This is an optimization exercise on Yosys and OpenROAD, whose aim is small area, not a production implementation.
In this exercise RTL edits were held to simulation tests only and were not proved equivalent to the original.
Power is estimated from default activity; no workload was simulated.

[design/flow/flow/run.sh]
#!/bin/bash
# Standard layout (the standard.sh: standard synthesis, floorplan, power
# grid, placement, CTS, routing) with three settings changed:
#  - the clock tree is built from clkbuf_4 in clusters of at most 10 sinks,
#    without dummy loads;
#  - ports are buffered with buf_1 instead of the resizer's default choice;
#  - buffers inserted by ABC are removed before placement (repair_design
#    puts back what max slew/cap/fanout need).
# The full make output goes to run.log in the work folder; the ORFS logs
# of each step are under orfs/logs/.
set -euo pipefail
cd "$(dirname "$0")/.."
bash standard.sh \
  "CTS_ARGS=-sink_clustering_enable -repair_clock_nets -sink_clustering_size 10 -sink_clustering_max_diameter 40 -buf_list sky130_fd_sc_hd__clkbuf_4 -dont_use_dummy_load" \
  "BUFFER_PORTS_ARGS=-buffer_cell sky130_fd_sc_hd__buf_1" \
  "REMOVE_ABC_BUFFERS=1" \
  finish > run.log 2>&1
[design/flow/standard.sh]
#!/bin/bash
# synth_recipe.tcl (not shown) runs the flow's synth.tcl, then flattens the netlist and writes it again
# the make line also repeats each setting of config.mk as NAME=value (left out here)
make -C /OpenROAD-flow-scripts/flow DESIGN_CONFIG=/design/flow/config.mk WORK_HOME=/design/flow/orfs CLKGATE_MAP_FILE= SYNTH_SCRIPT=/design/flow/synth_recipe.tcl "${@:-finish}"
[design/flow/constraint.sdc]
create_clock -name core_clock -period 10.0 [get_ports {clk}]
set_input_delay 2.0000 -clock core_clock [delete_from_list [all_inputs] [get_ports {clk}]]
set_output_delay 2.0000 -clock core_clock [all_outputs]
set_load 0.01 [all_outputs]
[design/flow/config.mk]
export PLATFORM = sky130hd
export DESIGN_NAME = top
export DESIGN_NICKNAME = top
export VERILOG_FILES = /design/flow/design.v
export SDC_FILE = /design/flow/constraint.sdc
export NUM_CORES = 4
export LEC_CHECK = 0
export CAP_MARGIN = 20
export CORE_MARGIN = 2
export CORE_UTILIZATION = 40
export CTS_BUF_LIST = sky130_fd_sc_hd__clkbuf_4
export CTS_CLUSTER_DIAMETER = 40
export CTS_CLUSTER_SIZE = 10
export SLEW_MARGIN = 20
[design/flow/design.v]
module clk_div_4 (
  input  wire       clk,
  input  wire       rst,
  output reg  [9:0] c
);
  wire [9:0] c_inc;
  inc #(.W(10)) c_step (.a(c), .ci(1'b1), .s(c_inc), .co());
  always @(posedge clk) begin
    if (rst)
      c <= 10'd2;
    else
      c <= c_inc;
  end
endmodule
module inc #(
  parameter W = 8
) (
  input  wire [W-1:0] a,
  input  wire         ci,
  output wire [W-1:0] s,
  output wire         co
);
  wire [W:0] cy;
  assign cy[0] = ci;
  genvar i;
  generate
    for (i = 0; i < W; i = i + 1) begin : bit_
      assign s[i]    = a[i] ^ cy[i];
      assign cy[i+1] = a[i] & cy[i];
    end
  endgenerate
  assign co = cy[W];
endmodule
module rca #(
  parameter W = 4
) (
  input  wire [W-1:0] a,
  input  wire [W-1:0] b,
  input  wire         ci,
  output wire [W-1:0] s,
  output wire         co
);
  wire [W:0] cy;
  assign cy[0] = ci;
  genvar i;
  generate
    for (i = 0; i < W; i = i + 1) begin : bit_
      assign s[i]    = a[i] ^ b[i] ^ cy[i];
      assign cy[i+1] = (a[i] & b[i]) | (cy[i] & (a[i] ^ b[i]));
    end
  endgenerate
  assign co = cy[W];
endmodule
module word_clk (
  input  wire        clk,
  input  wire        fresh,     
  input  wire        wrap,      
  input  wire [1:0]  ph,
  input  wire [7:0]  p,         
  input  wire [7:0]  e,         
  output wire [3:0]  w0d,       
  output wire [3:0]  w1d,
  output wire [3:0]  w2d
);
  reg  [3:0] r0, r1, r2, r3;    
  reg        ca, cb, cc;
  wire       ph0 = (ph == 2'd0);
  wire [8:0] dl;
  assign dl[0] = p[0];
  inc #(.W(7)) dl_inc (.a(p[7:1]), .ci(1'b1), .s(dl[7:1]), .co(dl[8]));
  reg [3:0] da, ka, ke;
  always @(*) begin
    case (ph)
      2'd0:    begin da = dl[3:0];       ka = 4'h2; ke = 4'h1;   end
      2'd1:    begin da = dl[7:4];       ka = 4'h4; ke = 4'h8;   end
      2'd2:    begin da = {3'd0, dl[8]}; ka = 4'h1; ke = e[3:0]; end
      default: begin da = 4'd0;          ka = 4'h2; ke = e[7:4]; end
    endcase
  end
  wire [3:0] a_h = fresh ? ka : r0;
  wire [3:0] a_s;
  wire       a_c, b_c, c_c;
  rca #(.W(4)) a_add (.a(a_h), .b(da), .ci(ca & ~ph0), .s(a_s), .co(a_c));
  rca #(.W(4)) b_add (.a(a_h), .b(ke), .ci(cb & ~ph0), .s(w2d), .co(b_c));
  rca #(.W(4)) c_add (.a(~a_h), .b(~w2d), .ci(cc | ph0), .s(w1d), .co(c_c));
  always @(posedge clk) begin
    r0 <= r1; r1 <= r2; r2 <= r3; r3 <= wrap ? 4'd0 : a_s; ca <= a_c;
    cb <= b_c;
    cc <= c_c;
  end
  assign w0d = a_h;
endmodule
module data_adc (
  input     wire     clk,
  input     wire     mclk_rise,
  input     wire     data_in_i,
  input     wire     data_in_u,
  output    reg      mdat_i,
  output    reg      mdat_u
);
  always @(posedge clk) begin
    if (mclk_rise) begin
      mdat_i <= data_in_i;
      mdat_u <= data_in_u;
    end
  end
endmodule
module acc_ring (
  input  wire       clk,
  input  wire       ph0,
  input  wire [3:0] lo_in,      
  input  wire [1:0] hi_in,      
  input  wire       hi_c0,      
  input  wire [3:0] wd,         
  input  wire       ci0,        
  output reg  [3:0] l0, l1, l2, l3,
  output reg  [1:0] h0, h1, h2, h3,
  output reg        cl
);
  reg        ch;
  wire [3:0] ls;
  wire [1:0] hs;
  wire       lc, hc;
  rca #(.W(4)) lo_add (.a(lo_in), .b(wd), .ci(ph0 ? ci0 : cl), .s(ls), .co(lc));
  inc #(.W(2)) hi_add (.a(hi_in), .ci(ph0 ? hi_c0 : ch), .s(hs), .co(hc));
  always @(posedge clk) begin
    l0 <= l1; l1 <= l2; l2 <= l3; l3 <= ls; cl <= lc;
    h0 <= h1; h1 <= h2; h2 <= h3; h3 <= hs; ch <= hc;
  end
endmodule
module filter_sinc3 (
  input             clk,
  input             rst,
  input             fresh,
  input             pass,
  input             ph0,                    
  input             mdata1,                 
  input             word_rise,              
  input             clr,                    
  input      [3:0]  w0d,                    
  input      [3:0]  w1d,
  input      [3:0]  w2d,
  output reg [15:0] DATA                    
);
  wire [3:0] nl0, nl1, nl2, nl3, ml0, ml1, ml2, ml3, ol0, ol1, ol2, ol3;
  wire [1:0] nh0, nh1, nh2, nh3, mh0, mh1, mh2, mh3, oh0, oh1, oh2, oh3;
  wire       ncl, mcl, ocl;
  reg [47:0] q;
  wire x  = mdata1;
  wire zn = fresh | pass;
  acc_ring a_new (
    .clk(clk), .ph0(ph0),
    .lo_in(zn ? 4'd0 : nl0), .hi_in(zn ? 2'd0 : nh0), .hi_c0(~zn & ncl),
    .wd(x ? w0d : 4'd0), .ci0(x),
    .l0(nl0), .l1(nl1), .l2(nl2), .l3(nl3), .h0(nh0), .h1(nh1), .h2(nh2), .h3(nh3), .cl(ncl)
  );
  acc_ring a_mid (
    .clk(clk), .ph0(ph0),
    .lo_in(fresh ? 4'd0 : pass ? nl0 : ml0), .hi_in(fresh ? 2'd0 : pass ? nh0 : mh0),
    .hi_c0(~fresh & (pass ? ncl : mcl)),
    .wd(x ? w1d : 4'd0), .ci0(1'b0),
    .l0(ml0), .l1(ml1), .l2(ml2), .l3(ml3), .h0(mh0), .h1(mh1), .h2(mh2), .h3(mh3), .cl(mcl)
  );
  acc_ring a_old (
    .clk(clk), .ph0(ph0),
    .lo_in(fresh ? 4'd0 : pass ? ml0 : ol0), .hi_in(fresh ? 2'd0 : pass ? mh0 : oh0),
    .hi_c0(~fresh & (pass ? mcl : ocl)),
    .wd(x ? w2d : 4'd0), .ci0(1'b0),
    .l0(ol0), .l1(ol1), .l2(ol2), .l3(ol3), .h0(oh0), .h1(oh1), .h2(oh2), .h3(oh3), .cl(ocl)
  );
  wire [23:8] d3   = {oh0, oh3, oh2, oh1, ol0, ol3};
  wire        zero = ~|{ol0, ol1, ol2, ol3, oh0, oh1, oh2, oh3};
  wire        full = zero & mh0[1];           
  wire [15:0] word = d3 | {16{full}};
  always @(posedge clk) begin
    q[47:16] <= {q[0] & ~clr, q[47:17]};
    q[15:0]  <= word_rise ? word : q[16:1];
  end
  always @(posedge clk) begin
    if (rst)
      DATA <= 0;
    else if (word_rise)
      DATA <= q[16:1];
  end
endmodule
module uart_tx (
  input  wire       clk,
  input  wire       rst,
  output wire       tx,
  input  wire       tx_valid,
  input  wire [7:0] tx_data
);
  reg  [9:0] sr;
  reg  [7:0] cnt;
  wire [7:0] cnt_inc = {cnt[6:0], ~(cnt[7] ^ cnt[5] ^ cnt[4] ^ cnt[3])};
  wire idle    = (sr == 10'd0);
  wire bit_end = (cnt == 8'hB7);
  always @(posedge clk) begin
    if (rst) begin
      sr  <= 10'd0;
      cnt <= 8'd0;
    end else if (idle) begin
      if (tx_valid)
        sr <= {1'b0, tx_data, 1'b1};
    end else if (bit_end) begin
      sr  <= {sr[8:0], 1'b0};
      cnt <= 8'd0;
    end else begin
      cnt <= cnt_inc;
    end
  end
  assign tx = idle | sr[9];
endmodule
module top #(
  parameter WIDTH = 16
  ) (
    input                 clk,               
    input                 rst,               
    input                 data_in_i,         
    input                 data_in_u,         
    output                mclkin,            
    output                word_clk,          
    output [WIDTH - 1 :0] data_i,            
    output [WIDTH - 1 :0] data_u,            
    output                data_tx            
);
  wire [9:0]  c;
  wire        mdat_i, mdat_u;
  wire [3:0]  w0d, w1d, w2d;
  reg         fresh;
  reg         clr;
  clk_div_4 gen_timing (.clk(clk), .rst(rst), .c(c));
  assign mclkin   = ~c[1];
  assign word_clk = c[9];
  wire [1:0] ph  = c[1:0];
  wire mclk_rise = (ph == 2'd3);               
  wire ph0       = (ph == 2'd0);
  wire word_rise = (c == 10'd511);             
  wire [7:0] p   = {~c[9], c[8:2]};            
  wire pass      = (p == 8'd0);                
  wire wrap      = (p == 8'd255);              
  wire [7:0] e;                                
  wire [7:0] c_hi_inc;
  inc #(.W(8)) e_inc (.a(c[9:2]), .ci(1'b1), .s(c_hi_inc), .co());
  assign e = ~c_hi_inc;
  always @(posedge clk) begin
    if (rst)
      fresh <= 1'b1;
    else if (c[2:0] == 3'd7)
      fresh <= 1'b0;
  end
  always @(posedge clk) begin
    if (rst)
      clr <= 1'b1;
    else if (word_rise)
      clr <= 1'b0;
  end
  word_clk gen_weights (
    .clk(clk), .fresh(fresh), .wrap(wrap), .ph(ph), .p(p), .e(e),
    .w0d(w0d), .w1d(w1d), .w2d(w2d)
  );
  data_adc SIGMA_DELTA_DATA (
    .clk(clk),
    .mclk_rise(mclk_rise),
    .data_in_i(data_in_i),
    .data_in_u(data_in_u),
    .mdat_i(mdat_i),
    .mdat_u(mdat_u)
  );
  filter_sinc3 data_filter_I (
    .clk(clk), .rst(rst), .fresh(fresh), .pass(pass), .ph0(ph0), .mdata1(mdat_i),
    .word_rise(word_rise), .clr(clr), .w0d(w0d), .w1d(w1d), .w2d(w2d), .DATA(data_i)
  );
  filter_sinc3 data_filter_U (
    .clk(clk), .rst(rst), .fresh(fresh), .pass(pass), .ph0(ph0), .mdata1(mdat_u),
    .word_rise(word_rise), .clr(clr), .w0d(w0d), .w1d(w1d), .w2d(w2d), .DATA(data_u)
  );
  uart_tx send_data (
    .clk(clk),
    .rst(rst),
    .tx(data_tx),
    .tx_valid(word_clk),
    .tx_data(data_i[7:0])
  );
endmodule
==> impl_metrics.ini, run 1 <==
[clock_tree]
cts_tree = done
ctsHoldBuffers = 0
postCtsSetupBuffers = 0
cts_root_buffer = clkbuf_4
clock_latency_ns = 0.65
clk_pin_slew_ns = 0.10
cts_sinks = 335
cts.repair.resized = 0
clockBufferDepth = 3
htreeDepth = 2
cts_buffers = 45

[sta]
drv_slew = 0
worst_slack_ns = 5.66
final.setup.tns_ns = 0
setup_violations = 0
finalHoldViolations = 0
tightest_slew_ns = 0.818
finClkSkew_ns = 0.0880
fin_crit_sh_pct = 43.4
whs_ns = 0.291
max_clock_freq_mhz = 230
period_needed_ns = 4.34
relSlewSlack_pct = 45.3
rsz0062_at_grt = no

[die]
die_w_um = 167
die_h_um = 167
start_util_pct = 40.7
pin_count = 39
coreArea_um2 = 26100
rows = 59
die-area_um2 = 27900

[layout]
syn2layout_area_growth_pct = 7.75
final_nets = 1035
fin_util_pct = 43.9
fillers = 2482
drive_above_1_share_pct = 7.94

[synth]
synth_common_cells = dfxtp_1 (333), nand2_1 (139), a21oi_1 (57), inv_1 (57)
yosysTopAreaCellShare_pct = 62.8
synthCells = 903
yosys_register_bits = 335
ys_warn_count = 7
ys_seq_area_share_pct = 63.4
synth-edff-count = 2
synth_area_leaders = dfxtp_1 (63%), fa_1 (6.8%), nand2_1 (4.9%)
synth.most_common_cell = dfxtp_1
synth-main-ff-cell = dfxtp_1
synth_top_cell_by_area = dfxtp_1
synth_async_sr_flop_share_pct = 0
syn_area_um2 = 10600
synth_cell_type_count = 42
synth_area_per_cell_um2 = 11.8

[power]
p_clk_share_pct = 26.1
pwr-share-seq_pct = 66.0
peakVddDrop_v = 0.000113
swShare_pct = 24.3
power.internal_mw = 1.75
power_leakage_nw = 4.66
powerDensity_nw_per_um2 = 202
finalPower_mw = 2.31
comb_power_share_pct = 7.9
p_switching_mw = 0.562

[route]
drc = 0
wl_met3_um = 773
wl_met1_mm = 8.83
via_per_inst = 4.67
vias = 6044
firstDrtPassIters = 4
drt_iter0_markers = 365
routed_wl_mm = 17.5
wl_met2_mm = 7.56
ant_nets = 0
routedWlPerCell_um = 13.6
maxUsedRoutingLayer = met4

[placed_design]
dp_hpwl_mm = 11.6
gp_congestion = 0.774
port_buffers = 38
dp_slack_ns = 5.57

[grt]
grt_max_degree = 71
antenna_found_initial = 1
grt_overflow = 0
grt_pass1_wl_mm = 30.4
grt_pass1_vias = 6153
grtUsageTotal_pct = 13.2

[worst_setup_path]
cp_max_fo = 5
r2r-end = data_filter_I.a_mid.l3[3]$_DFF_P_
cp_top_family = adder cells
cp.depth = 15
worst_setup_path_end_kind = register
worst_ep_arrival_time_ns = 4.88
slowest_stage = fa_1
rr_startpoint = gen_timing.c[0]$_SDFF_PP0_
reg2reg_slack_ns = 5.66
crit_chain = inv_1 > ha_1 > mux2i_1 > inv_1 > fa_1 > fa_1 > inv_1 > fa_1 > nand2_1 > fa_1 > inv_1 > fa_1 > inv_1 > fa_1 > inv_1
critical_path.endpoint = data_filter_I.a_mid.l3[3]$_DFF_P_
crit_start = gen_timing.c[0]$_SDFF_PP0_
crit_path_max_incr_delay_ns = 0.56
worst_ep_required_time_ns = 10.54
reg2reg_depth = 15
path_buf_inv = 6
start_kind = register
worstSetupPathType = reg -> reg

[run_status]
outcome = complete, no violations

[worst_hold_path]
min_path_type = reg -> reg

[run]
drv_cap = 0
-- cell usage in the layout (no fill, tap or decap), drive strengths merged, types with 3 or more instances in the layout --
master  netlist  layout
a21o         12      12
a21oi        57      57
a41oi         8       8
and2         14      14
and4          5       5
buf           8      44
clkbuf       28      46
dfxtp       333     333
fa           36      36
ha           36      36
inv          57      57
mux2         10      10
mux2i         8       8
nand2       139     139
nand2b        7       7
nand3         9       9
nand4         4       4
nor2         21      21
nor2b        32      32
nor4         11      11
o21ai         3       3
o22a         33      33
o22ai         5       5
or2           4       4
xnor2         5       5
-- metal layers --
metal / vias up / GRT usage (%)
met3: 39 / 3.40
met4: 0 / 4.42
met5: - / 0
met1: 2846 / 18.5
met2: 96 / 20.0
li1: 3063 / -
-- cell type report --
class                   count  area [um2]  share of cell area, %
flip-flops and latches    335        6730                   58.8
repair buffers             45         196                   1.72
inverters                  57         214                   1.87
clock buffers              45         338                   2.95
well taps                 335         419                   3.67
multi-input cells         475        3540                   31.0
diodes                      1        2.50                 0.0219
-- state kept, by name (all words and copies together), names as in the netlist, 8 cells and up --
register / cells
data_filter_I.DATA: 16
data_filter_I.q: 48
data_filter_U.DATA: 16
data_filter_U.q: 48
gen_timing.c: 10
send_data.cnt: 8
send_data.sr: 10
-- how the worst min path moves through the flow --
| stage | startpoint | end | cells after the start |
|---|---|---|---|
| floorplan | data_filter_I.a_mid.h1[0]$_DFF_P_ | data_filter_I.a_mid.h0[0]$_DFF_P_ | 0 |
| global placement | data_filter_U.a_mid.l2[2]$_DFF_P_ | data_filter_U.a_mid.l1[2]$_DFF_P_ | 0 |
| detailed placement | data_filter_I.q[38]$_DFF_P_ | data_filter_I.q[37]$_DFF_P_ | 0 |
| CTS | data_filter_I.a_mid.l1[1]$_DFF_P_ | data_filter_I.a_mid.l0[1]$_DFF_P_ | 0 |
| global route | data_filter_I.a_mid.l1[1]$_DFF_P_ | data_filter_I.a_mid.l0[1]$_DFF_P_ | 0 |
| finish | data_filter_U.q[40]$_DFF_P_ | data_filter_U.q[39]$_DFF_P_ | 0 |
-- cells by family (layout without fill, tap and decap cells) --
family	Yosys count	after routing	synth area share, %
AO/OA/AOI/OAI	126	126	7.99
XOR/XNOR	5	5	0.413
adder cells (fa/ha/maj)	72	72	11.0
buffers and inverters	93	147	3.36
flip-flops	335	335	63.4
multiplexers	18	18	2.10
other	0	1	0
AND/OR/NAND/NOR	254	254	11.7
-- per-stage QoR --
stage	cells	cell area, um2
detailed placement	1247	11100
finish	1293	11400
global route	1293	11400
floorplan	867	10500
CTS	1292	11400
global placement	1247	11100
-- power groups by stage --
stage	combinational (mW)	clock (mW)	sequential [mW]
after CTS	0.185	0.636	1.53
after detailed placement	0.184	0	1.56
after global placement	0.184	0	1.55
after floorplan	0.137	0	1.53
final	0.182	0.603	1.52
after global routing	0.213	0.691	1.54
==> run 2: changes to the inputs <==
--- a/design/flow/design.v
+++ b/design/flow/design.v
@@ -138,4 +138,6 @@
   input             word_rise,              
   input             clr,                    
+  input             ins,                    
+  input      [1:0]  ph,
   input      [3:0]  w0d,                    
   input      [3:0]  w1d,
@@ -146,5 +148,6 @@
   wire [1:0] nh0, nh1, nh2, nh3, mh0, mh1, mh2, mh3, oh0, oh1, oh2, oh3;
   wire       ncl, mcl, ocl;
-  reg [47:0] q;
+  reg [3:0]  q0, q1, q2, q3, q4, q5, q6, q7, q8, q9, q10, q11;
+  reg        full_r;
   wire x  = mdata1;
   wire zn = fresh | pass;
@@ -169,11 +172,22 @@
     .l0(ol0), .l1(ol1), .l2(ol2), .l3(ol3), .h0(oh0), .h1(oh1), .h2(oh2), .h3(oh3), .cl(ocl)
   );
-  wire [23:8] d3   = {oh0, oh3, oh2, oh1, ol0, ol3};
-  wire        zero = ~|{ol0, ol1, ol2, ol3, oh0, oh1, oh2, oh3};
-  wire        full = zero & mh0[1];           
-  wire [15:0] word = d3 | {16{full}};
+  wire       zero = ~|{ol0, ol1, ol2, ol3, oh0, oh1, oh2, oh3};
+  wire       full = (ph == 2'd3) ? zero & mh0[1] : full_r;
   always @(posedge clk) begin
-    q[47:16] <= {q[0] & ~clr, q[47:17]};
-    q[15:0]  <= word_rise ? word : q[16:1];
+    if (word_rise)
+      full_r <= zero & mh0[1];
+  end
+  reg [3:0] wd;
+  always @(*) begin
+    case (ph)
+      2'd3:    wd = {oh2, oh1};
+      2'd0:    wd = {oh3, oh2};
+      default: wd = ol1;
+    endcase
+  end
+  always @(posedge clk) begin
+    q0 <= q1; q1 <= q2; q2 <= q3; q3 <= q4; q4 <= q5; q5 <= q6;
+    q6 <= q7; q7 <= q8; q8 <= q9; q9 <= q10; q10 <= q11;
+    q11 <= ins ? (wd | {4{full}}) : (q0 & {4{~clr}});
   end
   always @(posedge clk) begin
@@ -181,5 +195,5 @@
       DATA <= 0;
     else if (word_rise)
-      DATA <= q[16:1];
+      DATA <= {q1, q0, q3, q2};
   end
 endmodule
@@ -187,28 +201,48 @@
   input  wire       clk,
   input  wire       rst,
-  output wire       tx,
+  output reg        tx,
   input  wire       tx_valid,
   input  wire [7:0] tx_data
 );
-  reg  [9:0] sr;
+  reg  [3:0] bits;
+  reg  [2:0] low;
   reg  [7:0] cnt;
   wire [7:0] cnt_inc = {cnt[6:0], ~(cnt[7] ^ cnt[5] ^ cnt[4] ^ cnt[3])};
-  wire idle    = (sr == 10'd0);
+  wire [3:0] bits_inc;
+  wire idle    = (bits == 4'd0);
   wire bit_end = (cnt == 8'hB7);
+  inc #(.W(4)) bits_step (.a(bits), .ci(1'b1), .s(bits_inc), .co());
   always @(posedge clk) begin
     if (rst) begin
-      sr  <= 10'd0;
-      cnt <= 8'd0;
+      bits <= 4'd0;
+      cnt  <= 8'd0;
     end else if (idle) begin
       if (tx_valid)
-        sr <= {1'b0, tx_data, 1'b1};
+        bits <= 4'd1;
     end else if (bit_end) begin
-      sr  <= {sr[8:0], 1'b0};
-      cnt <= 8'd0;
+      bits <= (bits == 4'd10) ? 4'd0 : bits_inc;
+      cnt  <= 8'd0;
     end else begin
-      cnt <= cnt_inc;
+      cnt  <= cnt_inc;
     end
   end
-  assign tx = idle | sr[9];
+  always @(posedge clk) begin
+    if (idle)
+      low <= tx_data[2:0];
+  end
+  always @(*) begin
+    case (bits)
+      4'd1:    tx = 1'b0;
+      4'd2:    tx = tx_data[7];
+      4'd3:    tx = tx_data[6];
+      4'd4:    tx = tx_data[5];
+      4'd5:    tx = tx_data[4];
+      4'd6:    tx = tx_data[3];
+      4'd7:    tx = low[2];
+      4'd8:    tx = low[1];
+      4'd9:    tx = low[0];
+      default: tx = 1'b1;
+    endcase
+  end
 endmodule
 module top #(
@@ -240,4 +274,5 @@
   wire pass      = (p == 8'd0);                
   wire wrap      = (p == 8'd255);              
+  wire ins       = word_rise | (pass & (ph != 2'd3));   
   wire [7:0] e;                                
   wire [7:0] c_hi_inc;
@@ -270,9 +305,9 @@
   filter_sinc3 data_filter_I (
     .clk(clk), .rst(rst), .fresh(fresh), .pass(pass), .ph0(ph0), .mdata1(mdat_i),
-    .word_rise(word_rise), .clr(clr), .w0d(w0d), .w1d(w1d), .w2d(w2d), .DATA(data_i)
+    .word_rise(word_rise), .clr(clr), .ins(ins), .ph(ph), .w0d(w0d), .w1d(w1d), .w2d(w2d), .DATA(data_i)
   );
   filter_sinc3 data_filter_U (
     .clk(clk), .rst(rst), .fresh(fresh), .pass(pass), .ph0(ph0), .mdata1(mdat_u),
-    .word_rise(word_rise), .clr(clr), .w0d(w0d), .w1d(w1d), .w2d(w2d), .DATA(data_u)
+    .word_rise(word_rise), .clr(clr), .ins(ins), .ph(ph), .w0d(w0d), .w1d(w1d), .w2d(w2d), .DATA(data_u)
   );
   uart_tx send_data (
--- a/design/flow/flow/run.sh
+++ b/design/flow/flow/run.sh
@@ -15,3 +15,4 @@
   "BUFFER_PORTS_ARGS=-buffer_cell sky130_fd_sc_hd__buf_1" \
   "REMOVE_ABC_BUFFERS=1" \
+  "RECOVER_POWER=100" \
   finish > run.log 2>&1
==> run 2 against run 1 <==
Compared with the run above:
- the layout now fails its checks (max-capacitance violations, max-slew violations)
- largest cell class unchanged
- maximum frequency shrank 11%
- via count shrank 1.1%
- worst hold slack lost 0.011 ns
- utilization shrank 0.36 points
==> impl_metrics.ini, run 2 <==
[die]
pin_count = 39
rows = 59
die-area_um2 = 27600
coreArea_um2 = 25900
start_util_pct = 40.6
die_w_um = 166
die_h_um = 166

[synth]
synth_common_cells = dfxtp_1 (327), nand2_1 (133), a21oi_1 (60), inv_1 (60), ha_1 (37)
synth_area_leaders = dfxtp_1 (62%), fa_1 (6.9%), nand2_1 (4.7%)
synth-edff-count = 7
ys_seq_area_share_pct = 64.3
ys_warn_count = 7
synth.most_common_cell = dfxtp_1
syn_area_um2 = 10500
yosys_register_bits = 334
synthCells = 899
synth_top_cell_by_area = dfxtp_1
synth_area_per_cell_um2 = 11.7
synth_async_sr_flop_share_pct = 0
synth-main-ff-cell = dfxtp_1
yosysTopAreaCellShare_pct = 62.3
synth_cell_type_count = 51

[sta]
finalHoldViolations = 0
max_clock_freq_mhz = 204
worst_slack_ns = 5.11
drv_slew = 93
final.setup.tns_ns = 0
finClkSkew_ns = 0.0921
rsz0062_at_grt = no
setup_violations = 0
tightest_slew_ns = 2.64
relSlewSlack_pct = -76.1
period_needed_ns = 4.89
fin_crit_sh_pct = 48.9

[layout]
drive_above_1_share_pct = 6.30
final_common_cell = dfxtp_1
final_nets = 1032
syn2layout_area_growth_pct = 7.26
top_regs = data_filter_I.DATA: 16 flops, data_filter_U.DATA: 16 flops, gen_timing.c: 10 flops
final_cell_mix = dfxtp_1 (327), nand2_1 (133), a21oi_1 (60), inv_1 (60), clkbuf_4 (43)

[run]
drv_cap = 3

[route]
via_per_inst = 4.64
firstDrtPassIters = 4
ant_nets = 0
drt_iter0_markers = 402
routedWlPerCell_um = 14.2
routed_wl_mm = 18.3
vias = 5977
drc = 0

[grt]
grt_max_degree = 57
antenna_found_initial = 1
grt_pass1_wl_mm = 30.5
grt_pass1_vias = 6038
grt_overflow = 0
grtUsageTotal_pct = 13.6

[clock_tree]
cts_buffers = 43
cts_sinks = 334
clock_latency_ns = 0.67
cts_root_buffer = clkbuf_4
clockBufferDepth = 3
ctsHoldBuffers = 0
cts_tree = done
htreeDepth = 2
postCtsSetupBuffers = 0
clk_pin_slew_ns = 0.10
cts.repair.resized = 0

[power]
finalPower_mw = 2.31
peakVddDrop_v = 0.000107
powerDensity_nw_per_um2 = 205
power_leakage_nw = 4.57

[worst_hold_path]
min_path_type = reg -> reg

[worst_setup_path]
reg2reg_slack_ns = 5.11
start_kind = register
worst_setup_path_end_kind = register
worst_ep_arrival_time_ns = 5.51
worst_ep_required_time_ns = 10.62
worstSetupPathType = reg -> reg
cp_max_fo = 25

[placed_design]
port_buffers = 38
dp_hpwl_mm = 12.3
dp_slack_ns = 5.48
gp_congestion = 0.806

[run_status]
outcome = complete, but fails checks
so.violations = max-capacitance violations, max-slew violations
run 2: cell types whose count changed in the layout (fill, tap and decap cells not counted), sizes merged, moves of 5 or more:
cell    previous run  this run
o22a              33         1
a22oi              2        15
nor3               1        11
a31oi              0         9
a41oi              8         0
nor2              21        29
mux2              10         3
dfxtp            333       327
nand2            139       133
buf               44        39
edfxtp             2         7
nand3              9         4
run 2: cells by family (layout without fill, tap and decap cells):
logic type / count (synthesis) / count (layout) / share of synthesized area, %
compound gates: 118 / 118 / 6.90
buf+inv: 95 / 149 / 3.61
mux: 14 / 14 / 1.49
simple gates: 260 / 260 / 12.1
flops: 334 / 334 / 64.3
other cells: 0 / 1 / 0
xor+xnor: 5 / 5 / 0.416
fa+ha+maj: 73 / 73 / 11.3
run 2: worst paths after layout:
check / from / end / cells past startpoint
worst max-delay path: gen_timing.c[3]$_SDFF_PP0_ / data_filter_I.a_new.l3[3]$_DFF_P_ / 13
worst min-delay path: data_filter_U.a_mid.l3[0]$_DFF_P_ / data_filter_U.a_mid.l2[0]$_DFF_P_ / 0
worst max register to register: gen_timing.c[3]$_SDFF_PP0_ / data_filter_I.a_new.l3[3]$_DFF_P_ / 13
worst min register to register: data_filter_U.a_mid.l3[0]$_DFF_P_ / data_filter_U.a_mid.l2[0]$_DFF_P_ / 0
run 2: worst max-delay path, cell delays in order, from the launching register on:
cell,delay [ns]
dfxtp_1,0.35
inv_1,0.08
ha_1,0.13
or4b_1,0.56
nor3_4,0.19
clkbuf_1,0.98
nor2_1,0.48
and2_0,0.33
fa_1,0.44
fa_1,0.40
fa_1,0.38
inv_1,0.08
fa_1,0.42
inv_1,0.06
run 2: layer usage:
layer	part of all wire, %	vias up	global-route usage (%)
met5	0	-	0
met4	2.2	0	4.35
met3	4.9	37	3.27
met2	45	113	21.7
met1	48	2810	18.3
li1	-	3017	-
run 2: layout make-up:
| cell class | count | area [um2] |
|---|---|---|
| timing repair buffer | 46 | 181 |
| antenna | 1 | 2.50 |
| tap | 335 | 419 |
| fill | 2455 | 14600 |
| sequential | 334 | 6760 |
| clock buffer | 43 | 323 |
| multi-input combinational | 470 | 3370 |
| inverter | 60 | 225 |
run 2: stage by stage:
stage	instance area (um2)	util (%)	hold slack, ns	cells
finish	11300	43.5	0.280	1289
global route	11300	43.5	0.270	1289
CTS	11300	43.7	0.273	1288
detailed placement	11000	42.4	0.312	1245
global placement	11000	42.4	0.310	1245
floorplan	10400	-	0.310	864
run 2: report_power, final:
group | internal (mW) | switching, mW
clock network | 0.198 | 0.391
registers | 1.46 | 0.0535
logic | 0.0807 | 0.125
total | 1.74 | 0.570
==> run 3: changes to the inputs <==
--- a/design/flow/flow/run.sh
+++ b/design/flow/flow/run.sh
@@ -15,4 +15,3 @@
   "BUFFER_PORTS_ARGS=-buffer_cell sky130_fd_sc_hd__buf_1" \
   "REMOVE_ABC_BUFFERS=1" \
-  "RECOVER_POWER=100" \
   finish > run.log 2>&1
==> run 3 against run 2 <==
Compared with the run above:
- now clean on timing, DRC and antenna
- routed wire length is 0.21% lower
- worst hold slack about the same
- via count grew 0.35%
==> impl_metrics.ini, run 3 <==
[route]
ant_nets = 0
routed_wl_mm = 18.2
routedWlPerCell_um = 14.2
firstDrtPassIters = 4
vias = 5998
via_per_inst = 4.65
drc = 0
drt_iter0_markers = 380

[grt]
grt_overflow = 0
grt_max_degree = 57
antenna_found_initial = 1
grt_pass1_wl_mm = 30.5
grt_pass1_vias = 6038
grt_use_met3_pct = 3.27
busiest_layer = met2
grt_use_met1_pct = 18.3
grtUsageTotal_pct = 13.6
grt_util_met2_pct = 21.7

[worst_setup_path]
reg2reg_slack_ns = 5.49
cp_top_family = adder cells
crit_chain = buf_4 > mux2i_1 > inv_1 > fa_1 > inv_1 > fa_1 > fa_1 > nand2_1 > fa_1 > inv_1 > fa_1 > inv_1 > fa_1 > inv_1
worstSetupPathType = reg -> reg
worst_setup_path_end_kind = register
worst_ep_arrival_time_ns = 5.05
slowest_stage = mux2i_1
start_kind = register
crit_path_max_incr_delay_ns = 0.68
worst_ep_required_time_ns = 10.54
cp_max_fo = 31
path_buf_inv = 6
cp_common_cell = fa_1

[layout]
final_common_cell = dfxtp_1
final_nets = 1032
drive_above_1_share_pct = 7.24
fin_util_pct = 43.7
top_regs = data_filter_I.DATA: 16 flops, data_filter_U.DATA: 16 flops, gen_timing.c: 10 flops
fillers = 2447
final_cell_mix = dfxtp_1 (327), nand2_1 (133), a21oi_1 (60), inv_1 (60), clkbuf_4 (43)
syn2layout_area_growth_pct = 7.62

[run_status]
outcome = complete, no violations

[clock_tree]
htreeDepth = 2
cts_sinks = 334
ctsHoldBuffers = 0
cts_buffers = 43
clock_latency_ns = 0.66
cts_root_buffer = clkbuf_4
postCtsSetupBuffers = 0
cts.repair.resized = 0
clockBufferDepth = 3
clk_pin_slew_ns = 0.10
cts_tree = done

[sta]
max_clock_freq_mhz = 222
rsz0062_at_grt = no
setup_violations = 0
final.setup.tns_ns = 0
period_needed_ns = 4.51
relSlewSlack_pct = 49.1
finalHoldViolations = 0
worst_slack_ns = 5.49
finClkSkew_ns = 0.0865
tightest_slew_ns = 0.761
whs_ns = 0.280
drv_slew = 0
fin_crit_sh_pct = 45.1

[synth]
synth.most_common_cell = dfxtp_1
ys_warn_count = 7
ys_seq_area_share_pct = 64.3
synth_top_cell_by_area = dfxtp_1
synth_cell_type_count = 51
synthCells = 899
synth_area_per_cell_um2 = 11.7
synth_common_cells = dfxtp_1 (327), nand2_1 (133), a21oi_1 (60), inv_1 (60), ha_1 (37)
syn_area_um2 = 10500
synth_area_leaders = dfxtp_1 (62%), fa_1 (6.9%), nand2_1 (4.7%)
synth_async_sr_flop_share_pct = 0
yosysTopAreaCellShare_pct = 62.3
synth-edff-count = 7
synth-main-ff-cell = dfxtp_1
yosys_register_bits = 334

[die]
die_h_um = 166
die_w_um = 166
die-area_um2 = 27600
start_util_pct = 40.6
coreArea_um2 = 25900
rows = 59
pin_count = 39

[placed_design]
gp_congestion = 0.806
dp_hpwl_mm = 12.3
dp_slack_ns = 5.48
port_buffers = 38

[worst_hold_path]
min_path_type = reg -> reg

[power]
swShare_pct = 24.6
powerDensity_nw_per_um2 = 204
peakVddDrop_v = 0.000107
pwr-share-seq_pct = 65.6
comb_power_share_pct = 8.9
power.internal_mw = 1.74
power_leakage_nw = 4.60
p_clk_share_pct = 25.5
p_switching_mw = 0.568

[run]
drv_cap = 0
[run 3: cell counts after synthesis]
Identical to the previous run, type by type.
[run 3: worst paths after layout]
check	startpoint	cells after the start	to
max	fresh$_SDFFE_PP1P_	14	data_filter_U.a_mid.l3[3]$_DFF_P_
min	data_filter_U.a_mid.l3[0]$_DFF_P_	0	data_filter_U.a_mid.l2[0]$_DFF_P_
max reg2reg	fresh$_SDFFE_PP1P_	14	data_filter_U.a_mid.l3[3]$_DFF_P_
min reg2reg	data_filter_U.a_mid.l3[0]$_DFF_P_	0	data_filter_U.a_mid.l2[0]$_DFF_P_
[run 3: worst reg2reg max path, stage by stage (launching register included)]
cell and delay (ns):
dfxtp_1 0.33, buf_4 0.35, mux2i_1 0.68, inv_1 0.15, fa_1 0.61, inv_1 0.08
fa_1 0.43, fa_1 0.54, nand2_1 0.08, fa_1 0.39, inv_1 0.07, fa_1 0.15
inv_1 0.05, fa_1 0.48, inv_1 0.04
[run 3: cell type report]
class / count / area [um2] / area share (%)
well taps: 335 / 419 / 3.70
clock buffers: 43 / 323 / 2.85
inverters: 60 / 225 / 1.99
repair buffers: 46 / 204 / 1.80
diodes: 1 / 2.50 / 0.0221
flip-flops and latches: 334 / 6760 / 59.7
multi-input cells: 470 / 3390 / 29.9
[run 3: kinds of logic (layout without fill, tap and decap cells)]
group                    count (synthesis)  count (layout)  synth area share, %
buffers and inverters                   95             149                 3.61
other                                    0               1                    0
AND/OR/NAND/NOR                        260             260                 12.1
flip-flops                             334             334                 64.3
adder cells (fa/ha/maj)                 73              73                 11.3
multiplexers                            14              14                 1.49
AO/OA/AOI/OAI                          118             118                 6.90
XOR/XNOR                                 5               5                0.416
[run 3: metal layers]
metal | routed length [um] | vias to the layer above
li1 | - | 3018
met1 | 8770 | 2812
met2 | 8160 | 134
met3 | 943 | 34
met4 | 368 | 0
met5 | 0 | -
[run 3: stage by stage]
stage | cells | total power [mW] | instance area, um2
finish | 1289 | 2.31 | 11300
detailed placement | 1245 | 1.76 | 11000
global route | 1289 | 2.45 | 11300
floorplan | 864 | 1.68 | 10400
CTS | 1288 | 2.35 | 11300
global placement | 1245 | 1.75 | 11000
[run 3: power groups by stage]
stage	Clock (mW)	Combinational, mW	Sequential [mW]
floorplan	0	0.148	1.53
global placement	0	0.204	1.55
detailed placement	0	0.210	1.55
CTS	0.621	0.211	1.52
global route	0.678	0.241	1.53
finish	0.588	0.207	1.52
==> run 4: changes to the inputs <==
--- a/design/flow/flow/run.sh
+++ b/design/flow/flow/run.sh
@@ -12,5 +12,5 @@
 cd "$(dirname "$0")/.."
 bash standard.sh \
-  "CTS_ARGS=-sink_clustering_enable -repair_clock_nets -sink_clustering_size 10 -sink_clustering_max_diameter 40 -buf_list sky130_fd_sc_hd__clkbuf_4 -dont_use_dummy_load" \
+  "CTS_ARGS=-sink_clustering_enable -repair_clock_nets -sink_clustering_size 12 -sink_clustering_max_diameter 30 -buf_list sky130_fd_sc_hd__clkbuf_4 -dont_use_dummy_load" \
   "BUFFER_PORTS_ARGS=-buffer_cell sky130_fd_sc_hd__buf_1" \
   "REMOVE_ABC_BUFFERS=1" \
==> design/flow/config.mk (replaced) <==
export PLATFORM = sky130hd
export DESIGN_NAME = top
export DESIGN_NICKNAME = top
export VERILOG_FILES = /design/flow/design.v
export SDC_FILE = /design/flow/constraint.sdc
export NUM_CORES = 4
export LEC_CHECK = 0
export CAP_MARGIN = 20
export CORE_MARGIN = 2
export CORE_UTILIZATION = 60
export SLEW_MARGIN = 20
==> run 4 against run 3 <==
Compared with the run above:
- flip-flop and latch count did not move
- non-clock buffer count did not move
- critical path depth rose by 1
- via count rose by 2.0%
- clock power rose by 0.9%
- first-iteration DRC count fell by 36%
- critical endpoint unchanged
- setup slack improved by 0.097 ns
- utilization rose by 21 points
- clock skew fell by 0.0047 ns
==> impl_metrics.ini, run 4 <==
[run_status]
outcome = complete, no violations

[route]
vias = 6120
routed_wl_mm = 18.1
routedWlPerCell_um = 15.3
drc = 0
firstDrtPassIters = 4
drt_iter0_markers = 242
ant_nets = 0
via_per_inst = 5.18

[power]
power_leakage_nw = 4.62
powerDensity_nw_per_um2 = 207
peakVddDrop_v = 0.000117

[die]
die-area_um2 = 18600
rows = 48
die_h_um = 136
coreArea_um2 = 17200
pin_count = 39
die_w_um = 136
start_util_pct = 61.0

[placed_design]
port_buffers = 38
dp_slack_ns = 5.56
dp_hpwl_mm = 12.5
gp_congestion = 0.857

[synth]
yosys_register_bits = 334
synth_common_cells = dfxtp_1 (327), nand2_1 (133), a21oi_1 (60), inv_1 (60), ha_1 (37)
synth_async_sr_flop_share_pct = 0
synth.most_common_cell = dfxtp_1
ys_warn_count = 7
synth-edff-count = 7
synth_top_cell_by_area = dfxtp_1
synth_area_per_cell_um2 = 11.7
ys_seq_area_share_pct = 64.3
yosysTopAreaCellShare_pct = 62.3
syn_area_um2 = 10500
synth-main-ff-cell = dfxtp_1
synth_area_leaders = dfxtp_1 (62%), fa_1 (6.9%), nand2_1 (4.7%)
synth_cell_type_count = 51
synthCells = 899

[sta]
max_clock_freq_mhz = 227
finalHoldViolations = 0
setup_violations = 0
worst_slack_ns = 5.59
tightest_slew_ns = 0.752
rsz0062_at_grt = no
final.setup.tns_ns = 0
period_needed_ns = 4.41
drv_slew = 0
finClkSkew_ns = 0.0817
relSlewSlack_pct = 48.4
fin_crit_sh_pct = 44.1

[grt]
grtUsageTotal_pct = 20.4
grt_max_degree = 57
grt_overflow = 0
grt_pass1_wl_mm = 29.9
antenna_found_initial = 1
grt_pass1_vias = 6300

[layout]
final_nets = 1035
final_cell_mix = dfxtp_1 (327), nand2_1 (133), a21oi_1 (60), inv_1 (60), clkbuf_4 (46)
final_common_cell = dfxtp_1
drive_above_1_share_pct = 7.53
top_regs = data_filter_I.DATA: 16 flops, data_filter_U.DATA: 16 flops, gen_timing.c: 10 flops
fillers = 1384
syn2layout_area_growth_pct = 6.52

[clock_tree]
clockBufferDepth = 3
cts_root_buffer = clkbuf_4
cts_tree = done
cts.repair.resized = 0
cts_sinks = 334
clk_pin_slew_ns = 0.11
postCtsSetupBuffers = 0
cts_buffers = 46
ctsHoldBuffers = 0
clock_latency_ns = 0.66
htreeDepth = 2

[worst_setup_path]
crit_path_max_incr_delay_ns = 0.54
worstSetupPathType = reg -> reg
cp_max_fo = 5
worst_ep_required_time_ns = 10.55
slowest_stage = fa_1
worst_ep_arrival_time_ns = 4.96
worst_setup_path_end_kind = register
start_kind = register
crit_chain = inv_1 > ha_1 > mux2i_1 > inv_1 > fa_1 > fa_1 > inv_1 > fa_1 > inv_1 > fa_1 > nor2b_1 > fa_1 > inv_1 > fa_1 > inv_1

[worst_hold_path]
min_path_type = reg -> reg

[run]
drv_cap = 0
==> run 4: critical path, delay by kind of cell, from the launching register on <==
kind / cells / cell delay, ns
flip-flops: 1 / 0.40
multiplexers: 1 / 0.52
buffers and inverters: 6 / 0.47
adder cells (fa/ha/maj): 7 / 2.75
AND/OR/NAND/NOR: 1 / 0.19
==> run 4: power breakdown <==
group	leakage [nW]	internal [mW]	switching (mW)
clock	0.212	0.211	0.381
combinational	1.67	0.0810	0.124
sequential	2.73	1.46	0.0565
total	4.62	1.76	0.562
==> run 4: per-layer routing <==
layer / vias up / GRT usage, % / part of all wire [%]
met5: - / 0 / 0
li1: 3031 / - / -
met3: 42 / 4.47 / 4.2
met4: 0 / 8.39 / 2.5
met2: 114 / 34.6 / 48
met1: 2933 / 25.4 / 45
==> run 4: per-stage QoR <==
step           cell area, um2  cells  util [%]  power [mW]  hold WS, ns
4_1_cts                 11200   1181      65.0        2.35        0.282
5_1_grt                 11200   1182      65.0        2.44        0.271
3_5_place_dp            10900   1135      63.0        1.76        0.312
6_report                11200   1182      65.0        2.32        0.280
2_1_floorplan           10400    864         -        1.68        0.310
3_3_place_gp            10900   1135      63.0        1.75        0.310
==> run 4: area by class of cell <==
type | instances | area (um2) | area share (%)
Antenna cell | 1 | 2.50 | 0.0223
Clock buffer | 46 | 345 | 3.08
Inverter | 60 | 225 | 2.01
Multi-Input combinational cell | 470 | 3390 | 30.2
Sequential cell | 334 | 6760 | 60.3
Tap cell | 225 | 282 | 2.51
Timing Repair Buffer | 46 | 204 | 1.82
==> run 4: worst paths after layout <==
kind	startpoint	endpoint	slack (ns)	cells past startpoint
min reg2reg	data_filter_I.q9[0]$_DFF_P_	data_filter_I.q8[0]$_DFF_P_	0.28	0
max	gen_timing.c[0]$_SDFF_PP0_	data_filter_U.a_mid.l3[3]$_DFF_P_	5.59	15
min	data_filter_I.q9[0]$_DFF_P_	data_filter_I.q8[0]$_DFF_P_	0.28	0
max reg2reg	gen_timing.c[0]$_SDFF_PP0_	data_filter_U.a_mid.l3[3]$_DFF_P_	5.59	15
==> run 4: cells by family (layout without fill, tap and decap cells) <==
family / count (synthesis) / count (layout) / synth area share, %
multiplexers: 14 / 14 / 1.49
AO/OA/AOI/OAI: 118 / 118 / 6.90
other: 0 / 1 / 0
AND/OR/NAND/NOR: 260 / 260 / 12.1
buffers and inverters: 95 / 152 / 3.61
adder cells (fa/ha/maj): 73 / 73 / 11.3
flip-flops: 334 / 334 / 64.3
XOR/XNOR: 5 / 5 / 0.416
==> run 5: changes to the inputs <==
--- a/design/flow/design.v
+++ b/design/flow/design.v
@@ -2,7 +2,7 @@
   input  wire       clk,
   input  wire       rst,
-  output reg  [9:0] c
+  output reg  [9:0] c,
+  output wire [9:0] c_inc       
 );
-  wire [9:0] c_inc;
   inc #(.W(10)) c_step (.a(c), .ci(1'b1), .s(c_inc), .co());
   always @(posedge clk) begin
@@ -260,9 +260,9 @@
 );
   wire [9:0]  c;
+  wire [9:0]  c_inc;
   wire        mdat_i, mdat_u;
   wire [3:0]  w0d, w1d, w2d;
-  reg         fresh;
   reg         clr;
-  clk_div_4 gen_timing (.clk(clk), .rst(rst), .c(c));
+  clk_div_4 gen_timing (.clk(clk), .rst(rst), .c(c), .c_inc(c_inc));
   assign mclkin   = ~c[1];
   assign word_clk = c[9];
@@ -275,14 +275,8 @@
   wire wrap      = (p == 8'd255);              
   wire ins       = word_rise | (pass & (ph != 2'd3));   
-  wire [7:0] e;                                
-  wire [7:0] c_hi_inc;
-  inc #(.W(8)) e_inc (.a(c[9:2]), .ci(1'b1), .s(c_hi_inc), .co());
-  assign e = ~c_hi_inc;
-  always @(posedge clk) begin
-    if (rst)
-      fresh <= 1'b1;
-    else if (c[2:0] == 3'd7)
-      fresh <= 1'b0;
-  end
+  wire [7:0] e;
+  wire [3:0] c_lo_inc;
+  inc #(.W(4)) e_inc (.a(c[5:2]), .ci(1'b1), .s(c_lo_inc), .co());
+  assign e = ~{c_inc[9:6], c_lo_inc};
   always @(posedge clk) begin
     if (rst)
@@ -291,4 +285,5 @@
       clr <= 1'b0;
   end
+  wire fresh = clr & (c[9:3] == 7'd0);
   word_clk gen_weights (
     .clk(clk), .fresh(fresh), .wrap(wrap), .ph(ph), .p(p), .e(e),
--- a/design/flow/flow/run.sh
+++ b/design/flow/flow/run.sh
@@ -12,5 +12,5 @@
 cd "$(dirname "$0")/.."
 bash standard.sh \
-  "CTS_ARGS=-sink_clustering_enable -repair_clock_nets -sink_clustering_size 12 -sink_clustering_max_diameter 30 -buf_list sky130_fd_sc_hd__clkbuf_4 -dont_use_dummy_load" \
+  "CTS_ARGS=-sink_clustering_enable -repair_clock_nets -sink_clustering_size 10 -sink_clustering_max_diameter 40 -buf_list sky130_fd_sc_hd__clkbuf_4 -dont_use_dummy_load" \
   "BUFFER_PORTS_ARGS=-buffer_cell sky130_fd_sc_hd__buf_1" \
   "REMOVE_ABC_BUFFERS=1" \
--- a/design/flow/config.mk
+++ b/design/flow/config.mk
@@ -8,4 +8,7 @@
 export CAP_MARGIN = 20
 export CORE_MARGIN = 2
-export CORE_UTILIZATION = 60
+export CORE_UTILIZATION = 40
+export CTS_BUF_LIST = sky130_fd_sc_hd__clkbuf_4
+export CTS_CLUSTER_DIAMETER = 40
+export CTS_CLUSTER_SIZE = 10
 export SLEW_MARGIN = 20
==> run 5 against run 4 <==
Compared with the run above:
- sequential power hardly changed
- setup slack got worse by 0.60 ns
- via count down 2.4%
- maximum frequency shrank 12%
- combinational power is 6% higher
- still clean
==> impl_metrics.ini, run 5 <==
[worst_setup_path]
worst_ep_arrival_time_ns = 5.59
worst_ep_required_time_ns = 10.59
worstSetupPathType = reg -> reg
worst_setup_path_end_kind = register
start_kind = register
cp_max_fo = 15

[grt]
antenna_found_initial = 1
grtUsageTotal_pct = 13.8
grt_max_degree = 56
grt_pass1_vias = 5968
grt_pass1_wl_mm = 30.9
grt_overflow = 0

[sta]
rsz0062_at_grt = no
finalHoldViolations = 0
worst_slack_ns = 4.99
relSlewSlack_pct = 42.8
final.setup.tns_ns = 0
tightest_slew_ns = 0.858
fin_crit_sh_pct = 50.1
finClkSkew_ns = 0.125
drv_slew = 0
setup_violations = 0
whs_ns = 0.230
period_needed_ns = 5.01
max_clock_freq_mhz = 200

[synth]
synth_area_per_cell_um2 = 11.7
synthCells = 899
ys_warn_count = 7
synth_common_cells = dfxtp_1 (326), nand2_1 (129), a21oi_1 (71)
syn_area_um2 = 10500
synth_cell_type_count = 51
synth_async_sr_flop_share_pct = 0
ys_seq_area_share_pct = 64.2
synth.most_common_cell = dfxtp_1
yosys_register_bits = 333
synth-edff-count = 7
synth_top_cell_by_area = dfxtp_1
synth_area_leaders = dfxtp_1 (62%), fa_1 (6.9%), nand2_1 (4.6%)
yosysTopAreaCellShare_pct = 62.2
synth-main-ff-cell = dfxtp_1

[layout]
final_common_cell = dfxtp_1
drive_above_1_share_pct = 8.07
final_cell_mix = dfxtp_1 (326), nand2_1 (129), a21oi_1 (71), inv_1 (61), clkbuf_4 (47)
final_nets = 1031
fillers = 2439
syn2layout_area_growth_pct = 7.56
top_regs = data_filter_I.DATA: 16 flops, data_filter_U.DATA: 16 flops, gen_timing.c: 10 flops
fin_util_pct = 43.6

[die]
die_h_um = 166
start_util_pct = 40.5
pin_count = 39
rows = 59
coreArea_um2 = 25900
die_w_um = 166
die-area_um2 = 27600

[route]
firstDrtPassIters = 4
routed_wl_mm = 18.5
drt_iter0_markers = 317
vias = 5972
ant_nets = 0
via_per_inst = 4.63
routedWlPerCell_um = 14.3
drc = 0

[clock_tree]
cts.repair.resized = 0
cts_root_buffer = clkbuf_4
cts_buffers = 47
clock_latency_ns = 0.67
cts_sinks = 333
htreeDepth = 2
postCtsSetupBuffers = 0
clk_pin_slew_ns = 0.10
clockBufferDepth = 3
ctsHoldBuffers = 0
cts_tree = done

[power]
powerDensity_nw_per_um2 = 208
peakVddDrop_v = 0.000120
power_leakage_nw = 4.50

[placed_design]
dp_hpwl_mm = 12.5
port_buffers = 38
dp_slack_ns = 4.85
gp_congestion = 0.816

[worst_hold_path]
min_path_type = reg -> reg

[run_status]
outcome = complete, no violations

[run]
drv_cap = 0
run 5: changes by cell type after synthesis, moves of 3 or more:
cell	previous run	this run
a21oi_1	60	71
nor2_1	29	26
and2_1	16	6
clkbuf_1	25	20
a21o_1	12	1
mux2i_1	10	6
nand3_1	4	8
nand2_1	133	129
mux2_2	3	12
a22oi_1	15	12
nor2b_1	32	39
or4_1	0	3
run 5: where the power goes:
part           switching [mW]  internal, mW  total (mW)
Sequential             0.0582          1.46        1.52
Clock                   0.391         0.215       0.606
Combinational           0.127        0.0915       0.218
run 5: path summary, 6_finish.rpt:
path / start / to / slack [ns] / depth (start not counted)
hold / removal: data_filter_U.a_mid.l2[0]$_DFF_P_ / data_filter_U.a_mid.l1[0]$_DFF_P_ / 0.23 / 0
setup / recovery: gen_timing.c[6]$_SDFF_PP0_ / data_filter_I.a_mid.l3[3]$_DFF_P_ / 4.99 / 16
setup reg to reg: gen_timing.c[6]$_SDFF_PP0_ / data_filter_I.a_mid.l3[3]$_DFF_P_ / 4.99 / 16
hold reg to reg: data_filter_U.a_mid.l2[0]$_DFF_P_ / data_filter_U.a_mid.l1[0]$_DFF_P_ / 0.23 / 0
run 5: metal layers:
metal  routed length, um  share of wire (%)  vias up  track usage (%)
li1                    -                  -     3032                -
met1                8980                 48     2792             18.9
met2                8330                 45      113             21.6
met3                 863                4.7       35             3.15
met4                 348                1.9        0             4.50
met5                   0                  0        -                0
run 5: through the flow:
stage | instance area (um2) | total power [mW] | std cells
2_1_floorplan | 10300 | 1.68 | 863
3_3_place_gp | 10900 | 1.77 | 1242
3_5_place_dp | 10900 | 1.77 | 1242
4_1_cts | 11300 | 2.39 | 1289
5_1_grt | 11300 | 2.48 | 1291
6_report | 11300 | 2.34 | 1291
run 5: final cells by class:
| cell class | instances | area (um2) | area share, % |
|---|---|---|---|
| timing repair buffer | 44 | 189 | 1.67 |
| antenna | 2 | 5.00 | 0.0443 |
| inverter | 61 | 229 | 2.03 |
| sequential | 333 | 6740 | 59.7 |
| clock buffer | 47 | 353 | 3.13 |
| multi-input combinational | 469 | 3360 | 29.8 |
| tap | 335 | 419 | 3.71 |
run 5: kinds of logic (layout without fill, tap and decap cells):
logic type,count (synthesis),in the layout,synth area share (%)
XOR/XNOR,5,5,0.417
flip-flops,333,333,64.2
multiplexers,20,20,2.29
other,0,2,0
adder cells (fa/ha/maj),71,71,11.0
AO/OA/AOI/OAI,115,115,6.41
buffers and inverters,97,152,3.83
AND/OR/NAND/NOR,258,258,11.8
run 5: critical path, cell delays in order, from the launching register on:
cell and delay, ns:
dfxtp_1 0.34, or4_1 0.68, or2_1 0.56, mux2i_4 0.40, inv_1 0.11, fa_1 0.58
inv_1 0.06, fa_1 0.39, inv_1 0.07, fa_1 0.42, nand2b_1 0.18, fa_1 0.40
inv_1 0.09, fa_1 0.17, inv_1 0.05, fa_1 0.47, inv_1 0.04
==> run 6: changes to the inputs <==
--- a/design/flow/design.v
+++ b/design/flow/design.v
@@ -201,47 +201,32 @@
   input  wire       clk,
   input  wire       rst,
+  input  wire [9:0] c,
   output reg        tx,
-  input  wire       tx_valid,
   input  wire [7:0] tx_data
 );
-  reg  [3:0] bits;
+  reg        odd;
   reg  [2:0] low;
-  reg  [7:0] cnt;
-  wire [7:0] cnt_inc = {cnt[6:0], ~(cnt[7] ^ cnt[5] ^ cnt[4] ^ cnt[3])};
-  wire [3:0] bits_inc;
-  wire idle    = (bits == 4'd0);
-  wire bit_end = (cnt == 8'hB7);
-  inc #(.W(4)) bits_step (.a(bits), .ci(1'b1), .s(bits_inc), .co());
+  wire [10:0] t = {odd, c};
   always @(posedge clk) begin
-    if (rst) begin
-      bits <= 4'd0;
-      cnt  <= 8'd0;
-    end else if (idle) begin
-      if (tx_valid)
-        bits <= 4'd1;
-    end else if (bit_end) begin
-      bits <= (bits == 4'd10) ? 4'd0 : bits_inc;
-      cnt  <= 8'd0;
-    end else begin
-      cnt  <= cnt_inc;
-    end
+    if (rst)
+      odd <= 1'b0;
+    else if (c == 10'd1023)
+      odd <= ~odd;
   end
   always @(posedge clk) begin
-    if (idle)
+    if (!odd && c[9])
       low <= tx_data[2:0];
   end
   always @(*) begin
-    case (bits)
-      4'd1:    tx = 1'b0;
-      4'd2:    tx = tx_data[7];
-      4'd3:    tx = tx_data[6];
-      4'd4:    tx = tx_data[5];
-      4'd5:    tx = tx_data[4];
-      4'd6:    tx = tx_data[3];
-      4'd7:    tx = low[2];
-      4'd8:    tx = low[1];
-      4'd9:    tx = low[0];
-      default: tx = 1'b1;
-    endcase
+    if (t < 11'd513 || t >= 11'd1971) tx = 1'b1;
+    else if (t < 11'd675)  tx = 1'b0;
+    else if (t < 11'd837)  tx = tx_data[7];
+    else if (t < 11'd999)  tx = tx_data[6];
+    else if (t < 11'd1161) tx = tx_data[5];
+    else if (t < 11'd1323) tx = tx_data[4];
+    else if (t < 11'd1485) tx = tx_data[3];
+    else if (t < 11'd1647) tx = low[2];
+    else if (t < 11'd1809) tx = low[1];
+    else                   tx = low[0];
   end
 endmodule
@@ -309,6 +294,6 @@
     .clk(clk),
     .rst(rst),
+    .c(c),
     .tx(data_tx),
-    .tx_valid(word_clk),
     .tx_data(data_i[7:0])
   );
--- a/design/flow/flow/run.sh
+++ b/design/flow/flow/run.sh
@@ -12,5 +12,5 @@
 cd "$(dirname "$0")/.."
 bash standard.sh \
-  "CTS_ARGS=-sink_clustering_enable -repair_clock_nets -sink_clustering_size 10 -sink_clustering_max_diameter 40 -buf_list sky130_fd_sc_hd__clkbuf_4 -dont_use_dummy_load" \
+  "CTS_ARGS=-sink_clustering_enable -repair_clock_nets -sink_clustering_size 11 -sink_clustering_max_diameter 40 -buf_list sky130_fd_sc_hd__clkbuf_4 -dont_use_dummy_load" \
   "BUFFER_PORTS_ARGS=-buffer_cell sky130_fd_sc_hd__buf_1" \
   "REMOVE_ABC_BUFFERS=1" \
==> run 6 against run 5 <==
Compared with the run above:
- maximum frequency fell by 5.3%
- final area fell by 1.7%
- flip-flop and latch count fell by 11
- sequential share of layout area fell by 0.98 points
- worst hold slack improved by 0.043 ns
- combinational power fell by 3%
- utilization fell by 0.60 points
- count of clock-buffer cells in the layout fell by 10
- routed wire length rose by 1.2%
- critical path type unchanged
- critical endpoint unchanged
- largest cell class unchanged
==> impl_metrics.ini, run 6 <==
[power]
finalPower_mw = 2.23
power_leakage_nw = 4.50
powerDensity_nw_per_um2 = 201
peakVddDrop_v = 0.000119

[clock_tree]
clockBufferDepth = 3
clk_pin_slew_ns = 0.10
cts.repair.resized = 0
postCtsSetupBuffers = 0
cts_buffers = 37
htreeDepth = 2
ctsHoldBuffers = 0
cts_sinks = 322
cts_tree = done
cts_root_buffer = clkbuf_4
clock_latency_ns = 0.63

[layout]
final_common_cell = dfxtp_1
drive_above_1_share_pct = 6.70
fillers = 2496
final_cell_mix = dfxtp_1 (315), nand2_1 (151), inv_1 (56), a21oi_1 (53), ha_1 (38)
syn2layout_area_growth_pct = 6.35
top_regs = data_filter_I.DATA: 16 flops, data_filter_U.DATA: 16 flops, gen_timing.c: 10 flops
final_nets = 1020

[placed_design]
gp_congestion = 0.825
port_buffers = 38
dp_hpwl_mm = 12.7

[grt]
grt_pass1_vias = 5995
grtUsageTotal_pct = 14.4
antenna_found_initial = 2
grt_max_degree = 45
grt_pass1_wl_mm = 31.2
grt_overflow = 0

[sta]
final.setup.tns_ns = 0
setup_violations = 0
fin_crit_sh_pct = 52.9
rsz0062_at_grt = no
finalHoldViolations = 0
period_needed_ns = 5.29
finClkSkew_ns = 0.112
tightest_slew_ns = 0.851
max_clock_freq_mhz = 189
drv_slew = 0
relSlewSlack_pct = 43.3

[run]
drv_cap = 0

[worst_setup_path]
worst_setup_path_end_kind = register
worstSetupPathType = reg -> reg
rr_startpoint = gen_timing.c[1]$_SDFF_PP1_
worst_ep_arrival_time_ns = 5.83
reg2reg_depth = 19
cp_max_fo = 15
r2r-end = data_filter_I.a_mid.l3[3]$_DFF_P_
start_kind = register
worst_ep_required_time_ns = 10.55
reg2reg_slack_ns = 4.71

[synth]
yosys_register_bits = 322
synth_top_cell_by_area = dfxtp_1
synth_common_cells = dfxtp_1 (315), nand2_1 (151), inv_1 (56)
synth-edff-count = 7
synth_area_per_cell_um2 = 11.6
synth-main-ff-cell = dfxtp_1
ys_warn_count = 7
synthCells = 901
synth_area_leaders = dfxtp_1 (60%), fa_1 (6.9%), nand2_1 (5.4%)
synth.most_common_cell = dfxtp_1
synth_async_sr_flop_share_pct = 0
syn_area_um2 = 10400
ys_seq_area_share_pct = 62.4
yosysTopAreaCellShare_pct = 60.4
synth_cell_type_count = 59

[run_status]
outcome = complete, no violations

[die]
rows = 59
start_util_pct = 40.4
die-area_um2 = 27400
pin_count = 39
die_h_um = 166
die_w_um = 166
coreArea_um2 = 25800

[route]
drt_iter0_markers = 313
routedWlPerCell_um = 14.7
routed_wl_mm = 18.7
firstDrtPassIters = 4
vias = 6004
via_per_inst = 4.71
drc = 0
ant_nets = 0

[worst_hold_path]
min_path_type = reg -> reg
hold_start = data_filter_I.a_mid.l1[3]$_DFF_P_
hold_depth = 0
whs_endpoint = data_filter_I.a_mid.l0[3]$_DFF_P_
run 6: cell count changes in the layout (fill, tap and decap cells not counted), sizes merged, moves of 9 or more:
cell	change
dfxtp	-11
nor2b	-14
and3	+11
a21oi	-18
clkbuf	-10
mux2	-9
nand2	+23
run 6: worst max-delay path by stage:
| stage | to | slack (ns) | cells past startpoint | from |
|---|---|---|---|---|
| after floorplan | data_filter_U.a_mid.l3[3]$_DFF_P_ | 5.22 | 19 | gen_timing.c[0]$_SDFF_PP0_ |
| after global placement | data_filter_I.a_mid.l3[3]$_DFF_P_ | 4.75 | 19 | gen_timing.c[1]$_SDFF_PP1_ |
| after detailed placement | data_filter_U.a_mid.l3[3]$_DFF_P_ | 4.68 | 18 | gen_timing.c[1]$_SDFF_PP1_ |
| after CTS | data_filter_I.a_mid.l3[3]$_DFF_P_ | 4.66 | 18 | gen_timing.c[1]$_SDFF_PP1_ |
| after global routing | data_filter_I.a_mid.l3[3]$_DFF_P_ | 4.35 | 19 | gen_timing.c[1]$_SDFF_PP1_ |
| final | data_filter_I.a_mid.l3[3]$_DFF_P_ | 4.71 | 19 | gen_timing.c[1]$_SDFF_PP1_ |
run 6: kinds of logic (layout without fill, tap and decap cells):
logic type | count (synthesis) | count (layout) | synth area share, %
other cells | 0 | 1 | 0
compound gates | 117 | 117 | 7.63
simple gates | 269 | 269 | 12.4
mux | 17 | 17 | 1.67
fa+ha+maj | 74 | 74 | 11.5
flops | 322 | 322 | 62.4
buf+inv | 99 | 138 | 4.18
xor+xnor | 3 | 3 | 0.252
run 6: layer usage:
metal / global-route usage, % / up-vias / routed length [um]
li1: - / 3014 / -
met1: 21.0 / 2845 / 9640
met2: 21.5 / 108 / 7760
met3: 3.42 / 35 / 977
met4: 3.84 / 2 / 343
met5: 0 / - / 13
run 6: through the flow:
stage	hold slack, ns	util, %	worst slack (ns)	cell area [um2]	cells
final	0.273	43.0	4.71	11100	1276
after floorplan	0.310	-	5.22	10200	860
after detailed placement	0.312	41.9	4.68	10800	1238
after global routing	0.277	43.0	4.35	11100	1276
after global placement	0.310	41.9	4.75	10800	1238
after CTS	0.285	43.0	4.66	11100	1275
run 6: power breakdown:
group / leakage (nW) / switching, mW / internal, mW
combinational: 1.71 / 0.127 / 0.0845
clock: 0.170 / 0.367 / 0.172
sequential: 2.63 / 0.0595 / 1.42
run 6: cell type report:
type | instances | area [um2] | area share (%)
well taps | 335 | 419 | 3.77
diodes | 1 | 2.50 | 0.0225
inverters | 58 | 219 | 1.97
clock buffers | 37 | 278 | 2.50
repair buffers | 43 | 181 | 1.63
flip-flops and latches | 322 | 6520 | 58.7
multi-input cells | 480 | 3490 | 31.4
run 6: critical path, cell delays in order, from the launching register on:
cell and delay (ns):
dfxtp_1 0.58, ha_1 0.80, ha_1 0.28, ha_1 0.14
ha_1 0.14, ha_1 0.14, ha_1 0.24, a21oi_1 0.20
fa_1 0.48, inv_1 0.10, fa_1 0.43, and2_1 0.19
fa_1 0.38, inv_1 0.07, fa_1 0.15, inv_1 0.05
fa_1 0.34, inv_1 0.07, fa_1 0.41, inv_1 0.06

[separate check: timing with driven ports]
How much do the figures lean on ideal ports? The routed layouts below were timed once more, with nothing changed but the port constraints. Step 1: set_driving_cell puts a clkbuf_16 on clk and a buf_2 on each other input, an assumption about the parent block. Step 2, shift: input delay + t, output delay - t, t = (earliest + latest rising clock arrival at the registers) / 2. This alone moves slack from input paths to output paths. Slacks: ideal / step 1 / step 2; pairs: ideal / step 1.
run | shift t [ns] | setup WS [ns] | clock arrival spread, ns
run 1 | 0.649 | 5.659 / 5.659 / 5.659 | 0.088 / 0.088
run 2 | 0.663 | 5.108 / 5.108 / 5.108 | 0.096 / 0.096
run 3 | 0.659 | 5.490 / 5.490 / 5.490 | 0.091 / 0.090
run 4 | 0.660 | 5.588 / 5.588 / 5.588 | 0.081 / 0.082
run 5 | 0.648 | 4.993 / 4.993 / 4.993 | 0.125 / 0.125
run 6 | 0.612 | 4.712 / 4.712 / 4.712 | 0.113 / 0.112
